This design comes from an exercise in tuning for a short achievable clock period and few clock cycles on the open sky130 flow, not from production work.
RTL that was checked went through simulation tests only; none was proved equivalent to the original.
Power is estimated from default activity; no workload was simulated.

==> onyx <==
// rv32is
module rv32is(
    input 	clk,
	input 	rst,
	output [31:0] imemaddr,
	input  [31:0] imemdataout,
	output [31:0] dmemaddr,
	input  [31:0] dmemdataout,
	output [31:0] dmemdatain,
	output [2:0] dmemop,
	output	dmemwe,
	output reg [31:0] dbg_pc,
	output reg done,
	output reg wb,
	output [31:0] reg00, reg01, reg02, reg03, reg04, reg05, reg06, reg07,
				  reg08, reg09, reg10, reg11, reg12, reg13, reg14, reg15,
				  reg16, reg17, reg18, reg19, reg20, reg21, reg22, reg23,
				  reg24, reg25, reg26, reg27, reg28, reg29, reg30, reg31
);
    reg [31:0] rf [1:31];
    reg [31:0] fa;          
    reg [31:0] bpc;         
    reg        bvalid;      
    reg        dspec;       
    reg        dhold;       
    reg [31:0] hold_ins, hold_pc;
    reg        e_valid;
    reg [31:0] e_a, e_b, e_imm, e_target, e_pc, e_pcp4;
    reg        e_lda, e_ldb;           
    reg [2:0]  e_f3;
    reg        e_alt;                  
    reg        e_fb;                   
    reg        e_brr;                  
    reg        e_jalr, e_jale;         
    reg        e_ld, e_st, e_link, e_halt, e_wen;
    reg [4:0]  e_rd;
    reg [2:0]  e_mop;
    reg        m_valid, m_wen, m_ld, m_we, m_halt;
    reg [4:0]  m_rd;
    reg [31:0] m_result, m_addr, m_sdata, m_pc;
    reg [2:0]  m_mop;
    reg        w_valid, w_wen, w_ld, w_halt;
    reg [4:0]  w_rd;
    reg [31:0] w_result, w_pc;
    wire [31:0] d_ins = dhold ? hold_ins : imemdataout;
    wire [31:0] d_pc  = dhold ? hold_pc  : bpc;
    wire        d_valid = dhold | bvalid;
    wire        d_free  = dhold | ~dspec;      
    wire [6:0]  d_opc = d_ins[6:0];
    wire [4:0]  d_rd  = d_ins[11:7];
    wire [2:0]  d_f3  = d_ins[14:12];
    wire [4:0]  d_rs1 = d_ins[19:15];
    wire [4:0]  d_rs2 = d_ins[24:20];
    wire op_lui   = d_opc == 7'b0110111;
    wire op_auipc = d_opc == 7'b0010111;
    wire op_jal   = d_opc == 7'b1101111;
    wire op_jalr  = d_opc == 7'b1100111;
    wire op_br    = d_opc == 7'b1100011;
    wire op_ld    = d_opc == 7'b0000011;
    wire op_st    = d_opc == 7'b0100011;
    wire op_alui  = d_opc == 7'b0010011;
    wire op_alur  = d_opc == 7'b0110011;
    wire op_halt  = d_ins == 32'hdead10cc;
    wire use1 = op_jalr | op_br | op_ld | op_st | op_alui | op_alur;
    wire use2 = op_br | op_st | op_alur;
  ...
export LEC_CHECK = 0
export CAP_MARGIN = 20
export CORE_MARGIN = 2
export CORE_UTILIZATION = 40
export SETUP_SLACK_MARGIN = 5
export SLEW_MARGIN = 20
export TNS_END_PERCENT = 100
create_clock -name core_clock -period 9.0 [get_ports {clk}]
run.sh (not shown) runs the stock make flow with config.mk's settings and CLKGATE_MAP_FILE= SYNTH_SCRIPT=/design/flow/synth_recipe.tcl, a recipe that flattens the netlist after the stock synthesis.
==> inputs of willow, as changes to onyx <==
--- a/flow/design.v
+++ b/flow/design.v
@@ -921,40 +921,31 @@
 	output [31:0] reg00, reg01, reg02, reg03, reg04, reg05, reg06, reg07,
 				  reg08, reg09, reg10, reg11, reg12, reg13, reg14, reg15,
 				  reg16, reg17, reg18, reg19, reg20, reg21, reg22, reg23,
 				  reg24, reg25, reg26, reg27, reg28, reg29, reg30, reg31
 );
     reg [31:0] rf [1:31];
-    reg [31:0] fa;          
     reg [31:0] bpc;         
-    reg        bvalid;      
-    reg        dspec;       
+    reg [31:0] bpc4;        
     reg        dhold;       
     reg [31:0] hold_ins, hold_pc;
     reg        e_valid;
     reg [31:0] e_a, e_b, e_imm, e_target, e_pc, e_pcp4;
-    reg        e_lda, e_ldb;           
+    reg        e_fwda, e_fwdb;
     reg [2:0]  e_f3;
-    reg        e_alt;                  
-    reg        e_fb;                   
-    reg        e_brr;                  
-    reg        e_jalr, e_jale;         
-    reg        e_ld, e_st, e_link, e_halt, e_wen;
+    reg        e_alt;       
+    reg        e_br, e_jal, e_jalr, e_ld, e_st, e_link, e_triv, e_halt;
+    reg        e_wen;
     reg [4:0]  e_rd;
     reg [2:0]  e_mop;
     reg        m_valid, m_wen, m_ld, m_we, m_halt;
     reg [4:0]  m_rd;
     reg [31:0] m_result, m_addr, m_sdata, m_pc;
     reg [2:0]  m_mop;
-    reg        w_valid, w_wen, w_ld, w_halt;
-    reg [4:0]  w_rd;
-    reg [31:0] w_result, w_pc;
     wire [31:0] d_ins = dhold ? hold_ins : imemdataout;
     wire [31:0] d_pc  = dhold ? hold_pc  : bpc;
-    wire        d_valid = dhold | bvalid;
-    wire        d_free  = dhold | ~dspec;      
     wire [6:0]  d_opc = d_ins[6:0];
     wire [4:0]  d_rd  = d_ins[11:7];
     wire [2:0]  d_f3  = d_ins[14:12];
     wire [4:0]  d_rs1 = d_ins[19:15];
     wire [4:0]  d_rs2 = d_ins[24:20];
     wire op_lui   = d_opc == 7'b0110111;
@@ -972,16 +963,26 @@
     wire d_wen = (op_lui | op_auipc | op_jal | op_jalr | op_ld | op_alui | op_alur) & (d_rd != 5'd0);
     wire [31:0] immI = {{20{d_ins[31]}}, d_ins[31:20]};
     wire [31:0] immS = {{20{d_ins[31]}}, d_ins[31:25], d_ins[11:7]};
     wire [31:0] immB = {{20{d_ins[31]}}, d_ins[7], d_ins[30:25], d_ins[11:8], 1'b0};
     wire [31:0] immJ = {{12{d_ins[31]}}, d_ins[19:12], d_ins[20], d_ins[30:21], 1'b0};
     wire [31:0] immU = {d_ins[31:12], 12'b0};
-    wire triv     = op_jal ? (immJ == 32'd4) : (immB == 32'd4);
-    wire [31:0] d_target = d_pc + (op_jal ? immJ : immB);
-    wire [31:0] A = e_lda ? dmemdataout : e_a;
-    wire [31:0] B = e_ldb ? dmemdataout : e_b;
+    wire [31:0] m_wdata = m_ld ? dmemdataout : m_result;
+    wire        m_wr    = m_valid & m_wen;
+    wire [31:0] rf1 = (d_rs1 == 5'd0) ? 32'd0 : rf[d_rs1];
+    wire [31:0] rf2 = (d_rs2 == 5'd0) ? 32'd0 : rf[d_rs2];
+    wire [31:0] rv1 = (m_wr && m_rd == d_rs1) ? m_wdata : rf1;
+    wire [31:0] rv2 = (m_wr && m_rd == d_rs2) ? m_wdata : rf2;
+    wire e_prod  = e_valid & e_wen;
+    wire hit1    = e_prod & (e_rd == d_rs1);
+    wire hit2    = e_prod & (e_rd == d_rs2);
+    wire ld_use  = e_ld & ((use1 & hit1) | (use2 & hit2));
+    wire st_ld   = e_valid & e_st & op_ld;       
+    wire hazard  = ld_use | st_ld;
+    wire [31:0] A = e_fwda ? m_result : e_a;
+    wire [31:0] B = e_fwdb ? m_result : e_b;
     wire [31:0] agu = A + e_imm;
     wire        eq  = A == B;
     wire        ltu = A < B;
     wire        lt  = (A[31] ^ B[31]) ? A[31] : ltu;
     wire signed [31:0] As = A;
     wire [31:0] sra = As >>> B[4:0];
@@ -1006,140 +1007,89 @@
             3'b100: alu = A ^ B;
             3'b101: alu = e_alt ? sra : (A >> B[4:0]);
             3'b110: alu = A | B;
             default: alu = A & B;
         endcase
     end
-    wire [31:0] e_res = e_link ? e_pcp4 : alu;
-    wire e_redir = e_valid & (e_jalr | e_jale | (e_brr & taken));
-    wire e_fbt   = e_valid & e_fb & taken;
-    wire e_fbn   = e_valid & e_fb & ~taken;
-    wire killd   = e_redir | e_fbt;
-    wire [31:0] e_rtarget = e_jalr ? {agu[31:1], 1'b0} : e_target;
-    wire [31:0] w_wdata = w_ld ? dmemdataout : w_result;
-    wire e_hit1 = e_valid & e_wen & (e_rd == d_rs1);
-    wire e_hit2 = e_valid & e_wen & (e_rd == d_rs2);
-    wire m_hit1 = m_valid & m_wen & (m_rd == d_rs1);
-    wire m_hit2 = m_valid & m_wen & (m_rd == d_rs2);
-    wire w_hit1 = w_valid & w_wen & (w_rd == d_rs1);
-    wire w_hit2 = w_valid & w_wen & (w_rd == d_rs2);
-    wire [31:0] rf1 = (d_rs1 == 5'd0) ? 32'd0 : rf[d_rs1];
-    wire [31:0] rf2 = (d_rs2 == 5'd0) ? 32'd0 : rf[d_rs2];
-    wire [31:0] rv1 = e_hit1 ? e_res : m_hit1 ? m_result : w_hit1 ? w_wdata : rf1;
-    wire [31:0] rv2 = e_hit2 ? e_res : m_hit2 ? m_result : w_hit2 ? w_wdata : rf2;
-    wire stall = d_valid & e_ld & ((use1 & e_hit1) | (use2 & e_hit2));
-    wire go    = d_valid & ~stall & ~killd;            
-    wire d_jal = op_jal & ~triv & d_free;              
-    wire d_fb  = op_br  & ~triv & d_free;              
-    reg [31:0] fa_n;
-    reg        bvalid_n, dspec_n;
-    always @(*) begin
-        dspec_n = 1'b0;
-        if (e_redir) begin
-            fa_n = e_rtarget; bvalid_n = 1'b0;
-        end else if (e_fbt) begin
-            fa_n = fa + 32'd4; bvalid_n = 1'b1;
-        end else if (e_fbn) begin
-            fa_n = bpc + 32'd4; bvalid_n = 1'b0;
-        end else if (stall) begin
-            fa_n = fa; bvalid_n = 1'b1;
-        end else if (d_valid & d_jal) begin
-            fa_n = d_target; bvalid_n = 1'b0;
-        end else if (d_valid & d_fb) begin
-            fa_n = d_target; bvalid_n = 1'b1; dspec_n = 1'b1;
-        end else begin
-            fa_n = fa + 32'd4; bvalid_n = 1'b1;
-        end
-    end
-    assign imemaddr = fa;
-    assign dmemaddr   = m_addr;
-    assign dmemop     = m_mop;
+    wire redirect = e_valid & (e_jalr | ((e_jal | (e_br & taken)) & ~e_triv));
+    wire [31:0] target = e_jalr ? {agu[31:1], 1'b0} : e_target;
+    wire stall = hazard & ~redirect;
+    wire [31:0] npc = redirect ? target : (dhold ? bpc : bpc4);
+    assign imemaddr = rst ? 32'h80000000 : npc;
+    assign dmemaddr   = m_we ? m_addr : agu;
+    assign dmemop     = m_we ? m_mop  : e_mop;
     assign dmemdatain = m_sdata;
     assign dmemwe     = m_we;
     always @(posedge clk) begin
         if (rst) begin
-            fa     <= 32'h80000000;
-            bvalid <= 1'b0;
-            dspec  <= 1'b0;
-            dhold  <= 1'b0;
+            bpc   <= 32'h80000000;
+            bpc4  <= 32'h80000004;
+            dhold <= 1'b0;
         end else begin
-            fa     <= fa_n;
-            bvalid <= bvalid_n;
-            dspec  <= dspec_n;
-            dhold  <= stall;
+            bpc   <= npc;
+            bpc4  <= npc + 32'd4;
+            dhold <= stall;
         end
-        bpc <= fa;
         if (stall) begin
             hold_ins <= d_ins;
             hold_pc  <= d_pc;
         end
     end
     always @(posedge clk) begin
         if (rst) e_valid <= 1'b0;
-        else     e_valid <= go;
+        else     e_valid <= ~stall & ~redirect;
         e_pc    <= d_pc;
         e_pcp4  <= d_pc + 32'd4;
         e_a     <= op_lui ? 32'd0 : (op_auipc ? d_pc : rv1);
-        e_b     <= use2 ? rv2 : ((op_lui | op_auipc) ? immU : immI);
-        e_lda   <= use1 & ~e_hit1 & m_hit1 & m_ld;
-        e_ldb   <= use2 & ~e_hit2 & m_hit2 & m_ld;
+        e_b     <= (op_br | op_st | op_alur) ? rv2 :
+                   ((op_lui | op_auipc) ? immU : immI);
         e_imm   <= op_st ? immS : immI;
-        e_target <= d_target;
-        e_f3    <= (op_alui | op_alur | op_br) ? d_f3 : 3'b000;
+        e_target <= d_pc + (op_jal ? immJ : immB);
+        e_triv  <= op_jal ? (immJ == 32'd4) : (immB == 32'd4);
+        e_fwda  <= use1 & hit1;
+        e_fwdb  <= use2 & hit2;
+        e_f3    <= (op_alui | op_alur) ? d_f3 : (op_br ? d_f3 : 3'b000);
         e_alt   <= (op_alur & d_ins[30] & (d_f3 == 3'b000 || d_f3 == 3'b101)) |
                    (op_alui & d_ins[30] & (d_f3 == 3'b101));
-        e_fb    <= d_fb;
-        e_brr   <= op_br & ~triv & ~d_free;
+        e_br    <= op_br;
+        e_jal   <= op_jal;
         e_jalr  <= op_jalr;
-        e_jale  <= op_jal & ~triv & ~d_free;
         e_ld    <= op_ld;
         e_st    <= op_st;
         e_link  <= op_jal | op_jalr;
         e_halt  <= op_halt;
         e_wen   <= d_wen;
         e_rd    <= d_rd;
         e_mop   <= {op_ld & d_f3[2], (d_f3[1:0] == 2'b01), (d_f3[1:0] == 2'b00)};
     end
     always @(posedge clk) begin
         if (rst) begin
             m_valid <= 1'b0;
             m_we    <= 1'b0;
-            m_addr  <= 32'd0;
-            m_mop   <= 3'b000;
         end else begin
             m_valid <= e_valid;
             m_we    <= e_valid & e_st;
-            m_addr  <= agu;
-            m_mop   <= e_mop;
         end
         m_wen    <= e_wen;
         m_ld     <= e_ld;
         m_rd     <= e_rd;
         m_halt   <= e_halt;
         m_pc     <= e_pc;
-        m_result <= e_res;
+        m_result <= e_link ? e_pcp4 : alu;
+        m_addr   <= agu;
         m_sdata  <= B;
+        m_mop    <= e_mop;
     end
     always @(posedge clk) begin
-        if (rst) w_valid <= 1'b0;
-        else     w_valid <= m_valid;
-        w_wen    <= m_wen;
-        w_ld     <= m_ld;
-        w_rd     <= m_rd;
-        w_halt   <= m_halt;
-        w_pc     <= m_pc;
-        w_result <= m_result;
-    end
-    always @(posedge clk) begin
-        if (w_valid & w_wen) rf[w_rd] <= w_wdata;
+        if (m_wr) rf[m_rd] <= m_wdata;
     end
     always @(posedge clk) begin
         if (rst) wb <= 1'b0;
-        else     wb <= w_valid;
-        dbg_pc <= w_pc;
-        done   <= w_halt;
+        else     wb <= m_valid;
+        dbg_pc <= m_pc;
+        done   <= m_halt;
     end
     assign reg00 = 32'd0;
     assign reg01 = rf[1];  assign reg02 = rf[2];  assign reg03 = rf[3];
     assign reg04 = rf[4];  assign reg05 = rf[5];  assign reg06 = rf[6];  assign reg07 = rf[7];
     assign reg08 = rf[8];  assign reg09 = rf[9];  assign reg10 = rf[10]; assign reg11 = rf[11];
     assign reg12 = rf[12]; assign reg13 = rf[13]; assign reg14 = rf[14]; assign reg15 = rf[15];
- SETUP_SLACK_MARGIN: 5 -> default
- TNS_END_PERCENT: 100 -> default
==> summary of the runs <==
In willow the fmax is lower than in onyx, by about 43%.
Of willow and onyx, onyx has the higher flip-flop and latch count (gap 75).
Against willow, the final area of onyx is higher by 17%.
Total power: willow is smaller than onyx (about 8%).
Of willow and onyx, onyx has the higher register-to-register slack (gap 2.4 ns).
In onyx the sequential power is larger than in willow, by about 6%.
Testbench counts of willow, summed over its fixed seeds: cycles 27,972.
Function not checked in onyx: the RTL went through the layout flow alone.

========
==> try-violet: inputs <==
Another version of the RTL of rv32is (not shown whole).
==> flow/config.mk <==
export PLATFORM = sky130hd
export DESIGN_NAME = rv32is
export DESIGN_NICKNAME = rv32is
export VERILOG_FILES = /design/flow/design.v
export SDC_FILE = /design/flow/constraint.sdc
export NUM_CORES = 4
export LEC_CHECK = 0
export CAP_MARGIN = 20
export CORE_MARGIN = 2
export CORE_UTILIZATION = 40
export SLEW_MARGIN = 20
export TNS_END_PERCENT = 100
==> flow/constraint.sdc <==
create_clock -name core_clock -period 9.0 [get_ports {clk}]
set_input_delay 1.8000 -clock core_clock [delete_from_list [all_inputs] [get_ports {clk}]]
set_output_delay 1.8000 -clock core_clock [all_outputs]
set_load 0.01 [all_outputs]
standard.sh (not shown) runs the stock make flow with config.mk's settings and CLKGATE_MAP_FILE= SYNTH_SCRIPT=/design/flow/synth_recipe.tcl, a recipe that flattens the netlist after the stock synthesis.
==> flow/flow/run.sh <==
#!/bin/bash
set -euo pipefail
export SETUP_SLACK_MARGIN=$(cat flow/margin.txt)
export BUFFER_PORTS_ARGS="-buffer_cell sky130_fd_sc_hd__buf_4"
bash standard.sh > flow_make.log 2>&1
==> flow/flow/margin.txt <==
7
==> inputs of try-maple, as changes to try-violet <==
--- a/flow/design.v
+++ b/flow/design.v
@@ -926,22 +926,20 @@
     reg [31:0] rf [1:31];
     reg [31:0] fa;          
     reg [31:0] bpc;         
     reg        bvalid;      
     reg        dspec;       
     reg        bpred;       
     reg        btb_v;
     reg [31:0] btb_pc, btb_tgt;
-    reg        bi_v;                
-    reg [31:0] bi_pc, bi_tgt;
     reg        e_valid;
     reg [31:0] e_a, e_b, e_imm, e_target, e_pc, e_pcp4, e_eval;
-    reg        s_add, s_sub, s_sll, s_slt, s_sltu, s_xor, s_srl, s_sra, s_or, s_and;
-    reg        c_eq, c_ne, c_lt, c_ge, c_ltu, c_geu;
+    reg [2:0]  e_f3;
+    reg        e_alt;                  
     reg        k_fb;                   
     reg        k_brr;                  
     reg        k_jalr, k_jale;         
     reg        k_bp;                   
     reg        e_back;                 
     reg        e_ld, e_st, e_link, e_halt, e_wen, e_early;
     reg [4:0]  e_rd;
     reg [2:0]  e_mop;
@@ -975,84 +973,82 @@
     wire use2 = op_br | op_st | op_alur;
     wire d_wen = (op_lui | op_auipc | op_jal | op_jalr | op_ld | op_alui | op_alur) & (d_rd != 5'd0);
     wire [31:0] immI = {{20{d_ins[31]}}, d_ins[31:20]};
     wire [31:0] immS = {{20{d_ins[31]}}, d_ins[31:25], d_ins[11:7]};
     wire [31:0] immB = {{20{d_ins[31]}}, d_ins[7], d_ins[30:25], d_ins[11:8], 1'b0};
     wire [31:0] immJ = {{12{d_ins[31]}}, d_ins[19:12], d_ins[20], d_ins[30:21], 1'b0};
     wire [31:0] immU = {d_ins[31:12], 12'b0};
     wire triv     = op_jal ? (immJ == 32'd4) : (immB == 32'd4);
-    wire [19:0] pc_hi   = d_pc[31:12];
-    wire [19:0] pc_hip  = d_pc[31:12] + 20'd1;
-    wire [19:0] pc_him  = d_pc[31:12] - 20'd1;
-    wire [12:0] tb_lo   = {1'b0, d_pc[11:0]} + {1'b0, immB[11:0]};
-    wire [31:0] tgtB    = {immB[31] ? (tb_lo[12] ? pc_hi : pc_him) : (tb_lo[12] ? pc_hip : pc_hi), tb_lo[11:0]};
-    wire [11:0] pc_hjp  = d_pc[31:20] + 12'd1;
-    wire [11:0] pc_hjm  = d_pc[31:20] - 12'd1;
-    wire [20:0] tj_lo   = {1'b0, d_pc[19:0]} + {1'b0, immJ[19:0]};
-    wire [31:0] tgtJ    = {immJ[31] ? (tj_lo[20] ? d_pc[31:20] : pc_hjm) : (tj_lo[20] ? pc_hjp : d_pc[31:20]), tj_lo[19:0]};
-    wire [31:0] tgtU    = {d_pc[31:12] + d_ins[31:12], d_pc[11:0]};
-    wire [31:0] d_target = op_jal ? tgtJ : tgtB;
-    wire        j_early  = e_valid & e_wen & e_early & (e_rd == d_rs1);
-    wire [19:0] ev_hip   = e_eval[31:12] + 20'd1;
-    wire [19:0] ev_him   = e_eval[31:12] - 20'd1;
-    wire [12:0] tr_lo    = {1'b0, e_eval[11:0]} + {1'b0, immI[11:0]};
-    wire [31:0] j_target = {immI[31] ? (tr_lo[12] ? e_eval[31:12] : ev_him) : (tr_lo[12] ? ev_hip : e_eval[31:12]), tr_lo[11:0]};
+    wire [31:0] d_target = d_pc + (op_jal ? immJ : op_br ? immB : immU);
+    wire        j_early  = (d_rs1 == 5'd0) | (e_valid & e_wen & e_early & (e_rd == d_rs1));
+    wire [31:0] j_base   = (d_rs1 == 5'd0) ? 32'd0 : e_eval;
+    wire [31:0] j_target = j_base + immI;
     wire [31:0] A = e_a;
     wire [31:0] B = e_b;
     wire [31:0] agu = A + e_imm;
     wire        eq  = A == B;
     wire        ltu = A < B;
     wire        lt  = (A[31] ^ B[31]) ? A[31] : ltu;
     wire signed [31:0] As = A;
     wire [31:0] sra = As >>> B[4:0];
-    wire taken = (c_eq & eq) | (c_ne & ~eq) | (c_lt & lt) | (c_ge & ~lt) |
-                 (c_ltu & ltu) | (c_geu & ~ltu);
-    wire [31:0] e_res = ({32{s_add}}  & (A + B)) |
-                        ({32{s_sub}}  & (A - B)) |
-                        ({32{s_sll}}  & (A << B[4:0])) |
-                        ({32{s_slt}}  & {31'd0, lt}) |
-                        ({32{s_sltu}} & {31'd0, ltu}) |
-                        ({32{s_xor}}  & (A ^ B)) |
-                        ({32{s_srl}}  & (A >> B[4:0])) |
-                        ({32{s_sra}}  & sra) |
-                        ({32{s_or}}   & (A | B)) |
-                        ({32{s_and}}  & (A & B)) |
-                        ({32{e_link}} & e_pcp4);
+    reg taken;
+    always @(*) begin
+        case (e_f3)
+            3'b000: taken = eq;
+            3'b001: taken = ~eq;
+            3'b100: taken = lt;
+            3'b101: taken = ~lt;
+            3'b110: taken = ltu;
+            default: taken = ~ltu;
+        endcase
+    end
+    reg [31:0] alu;
+    always @(*) begin
+        case (e_f3)
+            3'b000: alu = e_alt ? (A - B) : (A + B);
+            3'b001: alu = A << B[4:0];
+            3'b010: alu = {31'd0, lt};
+            3'b011: alu = {31'd0, ltu};
+            3'b100: alu = A ^ B;
+            3'b101: alu = e_alt ? sra : (A >> B[4:0]);
+            3'b110: alu = A | B;
+            default: alu = A & B;
+        endcase
+    end
+    wire [31:0] e_res = e_link ? e_pcp4 : alu;
     wire [31:0] w_wdata = w_ld ? dmemdataout : w_result;
     wire e_hit1 = e_valid & e_wen & (e_rd == d_rs1);
     wire e_hit2 = e_valid & e_wen & (e_rd == d_rs2);
     wire m_hit1 = m_valid & m_wen & (m_rd == d_rs1);
     wire m_hit2 = m_valid & m_wen & (m_rd == d_rs2);
     wire w_hit1 = w_valid & w_wen & (w_rd == d_rs1);
     wire w_hit2 = w_valid & w_wen & (w_rd == d_rs2);
     wire [31:0] rf1 = (d_rs1 == 5'd0) ? 32'd0 : rf[d_rs1];
     wire [31:0] rf2 = (d_rs2 == 5'd0) ? 32'd0 : rf[d_rs2];
-    wire [31:0] ro1 = m_hit1 ? m_result : w_hit1 ? w_wdata : rf1;
-    wire [31:0] ro2 = m_hit2 ? m_result : w_hit2 ? w_wdata : rf2;
-    wire [31:0] a_other = op_lui ? 32'd0 : (op_auipc ? d_pc : ro1);
-    wire [31:0] b_other = use2 ? ro2 : ((op_lui | op_auipc) ? immU : immI);
+    wire [31:0] rv1 = e_hit1 ? e_res : m_hit1 ? m_result : w_hit1 ? w_wdata : rf1;
+    wire [31:0] rv2 = e_hit2 ? e_res : m_hit2 ? m_result : w_hit2 ? w_wdata : rf2;
     wire stall = d_valid & ((use1 & ((e_hit1 & e_ld) | (m_hit1 & m_ld))) |
                             (use2 & ((e_hit2 & e_ld) | (m_hit2 & m_ld))));
     wire d_jal = d_valid & op_jal & ~triv & d_free;               
     wire d_jr  = d_valid & op_jalr & j_early & d_free;            
     wire d_bp  = d_valid & op_br  & ~triv & d_free & bpred;       
     wire d_fb  = d_valid & op_br  & ~triv & d_free & ~bpred;      
     wire kill_nt = k_jalr | k_jale;                      
     wire kill_t  = kill_nt | k_brr | k_fb;               
     wire        bhit   = btb_v & (btb_pc == fa);
     wire [31:0] fa_seq = bhit ? btb_tgt : fa + 32'd4;
     wire [31:0] bpc4   = bpc + 32'd4;
     reg [31:0] fa_d; reg bv_d, ds_d, bp_d;
     always @(*) begin
         ds_d = 1'b0; bp_d = 1'b0;
         if (stall)      begin fa_d = bpc;                      bv_d = 1'b0; end
-        else if (d_jal) begin fa_d = tgtJ;                     bv_d = 1'b0; end
+        else if (d_jal) begin fa_d = d_target;                 bv_d = 1'b0; end
         else if (d_jr)  begin fa_d = {j_target[31:1], 1'b0};   bv_d = 1'b0; end
-        else if (d_fb)  begin fa_d = tgtB;                     bv_d = 1'b1; ds_d = 1'b1; end
+        else if (d_fb)  begin fa_d = d_target;                 bv_d = 1'b1; ds_d = 1'b1; end
         else            begin fa_d = fa_seq;                   bv_d = 1'b1; bp_d = bhit; end
     end
     wire [31:0] fa_e = k_jalr ? {agu[31:1], 1'b0} : e_target;    
     wire [31:0] fa_t = (kill_nt | k_brr) ? fa_e : k_fb ? fa_seq : fa_d;
     wire        bv_t = (kill_nt | k_brr) ? 1'b0 : k_fb ? 1'b1 : bv_d;
     wire        ds_t = kill_t ? 1'b0 : ds_d;
     wire        bp_t = (kill_nt | k_brr) ? 1'b0 : k_fb ? bhit : bp_d;
     wire [31:0] fa_nt = kill_nt ? fa_e : k_fb ? (stall ? bpc : bpc4) : k_bp ? e_pcp4 : fa_d;
@@ -1072,32 +1068,28 @@
     assign dmemwe     = m_we;
     always @(posedge clk) begin
         if (rst) begin
             fa     <= 32'h80000000;
             bvalid <= 1'b0;
             dspec  <= 1'b0;
             bpred  <= 1'b0;
             btb_v  <= 1'b0;
-            bi_v   <= 1'b0;
         end else begin
             bpred  <= bp_n;
-            bi_v   <= (k_fb | k_brr) & taken & e_back;
-            if (bi_v) begin
+            if ((k_fb | k_brr) & taken & e_back) begin
                 btb_v   <= 1'b1;
-                btb_pc  <= bi_pc;
-                btb_tgt <= bi_tgt;
+                btb_pc  <= e_pc;
+                btb_tgt <= e_target;
             end
             fa     <= fa_n;
             bvalid <= bv_n;
             dspec  <= ds_n;
         end
         bpc <= fa;
-        bi_pc  <= e_pc;
-        bi_tgt <= e_target;
     end
     always @(posedge clk) begin
         if (rst) begin
             e_valid <= 1'b0;
             k_fb    <= 1'b0;
             k_brr   <= 1'b0;
             k_jalr  <= 1'b0;
             k_jale  <= 1'b0;
@@ -1107,45 +1099,32 @@
             e_valid <= go;
             k_fb    <= go & d_fb;
             k_brr   <= go & op_br & ~triv & ~d_free;
             k_jalr  <= go & op_jalr & ~d_jr;
             k_jale  <= go & op_jal & ~triv & ~d_free;
         end
         e_pc    <= d_pc;
         e_pcp4  <= d_pc + 32'd4;
-        e_a     <= (use1 & e_hit1) ? e_res : a_other;
-        e_b     <= (use2 & e_hit2) ? e_res : b_other;
+        e_a     <= op_lui ? 32'd0 : (op_auipc ? d_pc : rv1);
+        e_b     <= use2 ? rv2 : ((op_lui | op_auipc) ? immU : immI);
         e_imm   <= op_st ? immS : immI;
         e_target <= d_target;
-        s_add   <= op_lui | op_auipc | ((op_alui | op_alur) & (d_f3 == 3'b000) & ~(op_alur & d_ins[30]));
-        s_sub   <= op_alur & (d_f3 == 3'b000) & d_ins[30];
-        s_sll   <= (op_alui | op_alur) & (d_f3 == 3'b001);
-        s_slt   <= (op_alui | op_alur) & (d_f3 == 3'b010);
-        s_sltu  <= (op_alui | op_alur) & (d_f3 == 3'b011);
-        s_xor   <= (op_alui | op_alur) & (d_f3 == 3'b100);
-        s_srl   <= (op_alui | op_alur) & (d_f3 == 3'b101) & ~d_ins[30];
-        s_sra   <= (op_alui | op_alur) & (d_f3 == 3'b101) & d_ins[30];
-        s_or    <= (op_alui | op_alur) & (d_f3 == 3'b110);
-        s_and   <= (op_alui | op_alur) & (d_f3 == 3'b111);
-        c_eq    <= op_br & (d_f3 == 3'b000);
-        c_ne    <= op_br & (d_f3 == 3'b001);
-        c_lt    <= op_br & (d_f3 == 3'b100);
-        c_ge    <= op_br & (d_f3 == 3'b101);
-        c_ltu   <= op_br & (d_f3 == 3'b110);
-        c_geu   <= op_br & (d_f3 == 3'b111);
+        e_f3    <= (op_alui | op_alur | op_br) ? d_f3 : 3'b000;
+        e_alt   <= (op_alur & d_ins[30] & (d_f3 == 3'b000 || d_f3 == 3'b101)) |
+                   (op_alui & d_ins[30] & (d_f3 == 3'b101));
         e_ld    <= op_ld;
         e_st    <= op_st;
         e_link  <= op_jal | op_jalr;
         e_halt  <= op_halt;
         e_wen   <= d_wen;
         e_rd    <= d_rd;
         e_mop   <= {op_ld & d_f3[2], (d_f3[1:0] == 2'b01), (d_f3[1:0] == 2'b00)};
         e_early <= op_lui | op_auipc;
-        e_eval  <= op_lui ? immU : tgtU;
+        e_eval  <= op_lui ? immU : d_target;
         e_back  <= immB[31];
     end
     always @(posedge clk) begin
         if (rst) begin
             m_valid <= 1'b0;
             m_we    <= 1'b0;
             m_addr  <= 32'd0;
             m_mop   <= 3'b000;
==> flow/run.sh (new file) <==
#!/bin/bash
# synth_recipe.tcl (not shown) runs the flow's synth.tcl, then flattens the netlist and writes it again
# the make line also repeats each setting of config.mk as NAME=value (left out here)
make -C /OpenROAD-flow-scripts/flow DESIGN_CONFIG=/design/flow/config.mk WORK_HOME=/design/flow/orfs CLKGATE_MAP_FILE= SYNTH_SCRIPT=/design/flow/synth_recipe.tcl finish
==> flow/config.mk (replaced) <==
export PLATFORM = sky130hd
export DESIGN_NAME = rv32is
export DESIGN_NICKNAME = rv32is
export VERILOG_FILES = /design/flow/design.v
export SDC_FILE = /design/flow/constraint.sdc
export NUM_CORES = 4
export LEC_CHECK = 0
export CAP_MARGIN = 20
export CORE_MARGIN = 2
export CORE_UTILIZATION = 40
export SETUP_SLACK_MARGIN = 5
export SLEW_MARGIN = 20
export TNS_END_PERCENT = 100
removed: flow/flow/run.sh
removed: flow/flow/margin.txt
removed: flow/standard.sh
==> summary of the runs <==
Maximum frequency: try-maple is lower than try-violet (about 10%).
Between try-violet and try-maple, the lower non-clock buffer count is in try-maple (gap 1606).
Against try-violet, the die area of try-maple is smaller by about 0.9%.
Between try-maple and try-violet, the lower combinational power is in try-violet (gap about 24%, measured against try-violet).
Against try-violet, the sequential power of try-maple is higher by 6.0%.
In try-maple the critical path depth is lower than in try-violet, by 5.
Of try-violet and try-maple, try-violet has the higher wire length (gap about 15%, measured against try-maple).
In try-violet the flip-flop and latch count is higher than in try-maple, by 44.
Area after synthesis: try-maple is lower than try-violet (about 0.9%).
==> figures <==
Worst reg2reg path startpoint: try-maple bpc[2]; try-violet e_a[11]
Clock transition at path regs: try-maple 70 ps; try-violet 80 ps
Layout-to-synthesis area ratio: try-maple 1.3405x; try-violet 1.6067x
Std-Cell Core Area: try-maple 0.2117 mm^2; try-violet 0.2127 mm^2
Power dissipated in the clock network: try-maple 7500 uW; try-violet 7940 uW
Power dissipated in sequential cells: try-maple 9350 uW; try-violet 8820 uW
Final Cycle Share: try-maple 52.36%; try-violet 46.97%
GR Layer Usage met1: try-maple 55.75%; try-violet 56.85%
GR Util All Layers: try-maple 44.13%; try-violet 49.47%
Die Width: try-maple 465.0 um; try-violet 467.1 um
Standby leakage power: try-maple 0.04052 uW; try-violet 0.05362 uW
Vert. Die Dim: try-maple 465.0 um; try-violet 467.1 um
Run status: try-maple complete, no violations; try-violet complete, no violations
Headroom to the max-slew limit: try-maple 13.98%; try-violet 8.291%
Routed length on met2: try-maple 213.1 mm; try-violet 227.8 mm
Initial antenna violation count: try-maple 64; try-violet 78
Number of sequential cells in the layout: try-maple 1628; try-violet 1672
Crit path arrival time: try-maple 5460 ps; try-violet 5060 ps
Non-clock inverter count in the final layout: try-maple 210; try-violet 212
Testbench counts of try-violet, summed over its fixed seeds: cycles 28,977.
Testbench counts of try-maple, summed over its fixed seeds: cycles 28,977.

port drivers added, routing unchanged:
The flow's constraints put no driver on any port. The routed layouts listed below were extracted and timed again, unchanged, in two steps. Step 1 sets driving cells, clkbuf_16 on the clock port and buf_2 on the other inputs (assumed; they add their load-dependent delay and slew). Step 2 adds t to the input delays and takes it off the output delays; t is the mean of the earliest and latest rising clock arrival at the registers after step 1. Input paths then give back, and output paths get back, about the clock's delay inside the block. Slacks: ideal ports / drivers / drivers and shift; pairs: ideal ports / drivers.
run | t, ns | slack for setup (ns) | worst setup path at the end
onyx | 0.976 | 4.129 / 3.991 / 3.015 | input to register
willow | 0.946 | 0.505 / 0.410 / 1.299 | input to register
try-violet | 0.965 | 4.773 / 4.534 / 3.569 | input to register
try-maple | 0.969 | 4.287 / 4.262 / 3.294 | input to register
After both steps every run listed still meets setup and hold. The setup slack of try-violet, which loses most, moves by -0.239 ns with the drivers and by -1.204 ns with both steps.
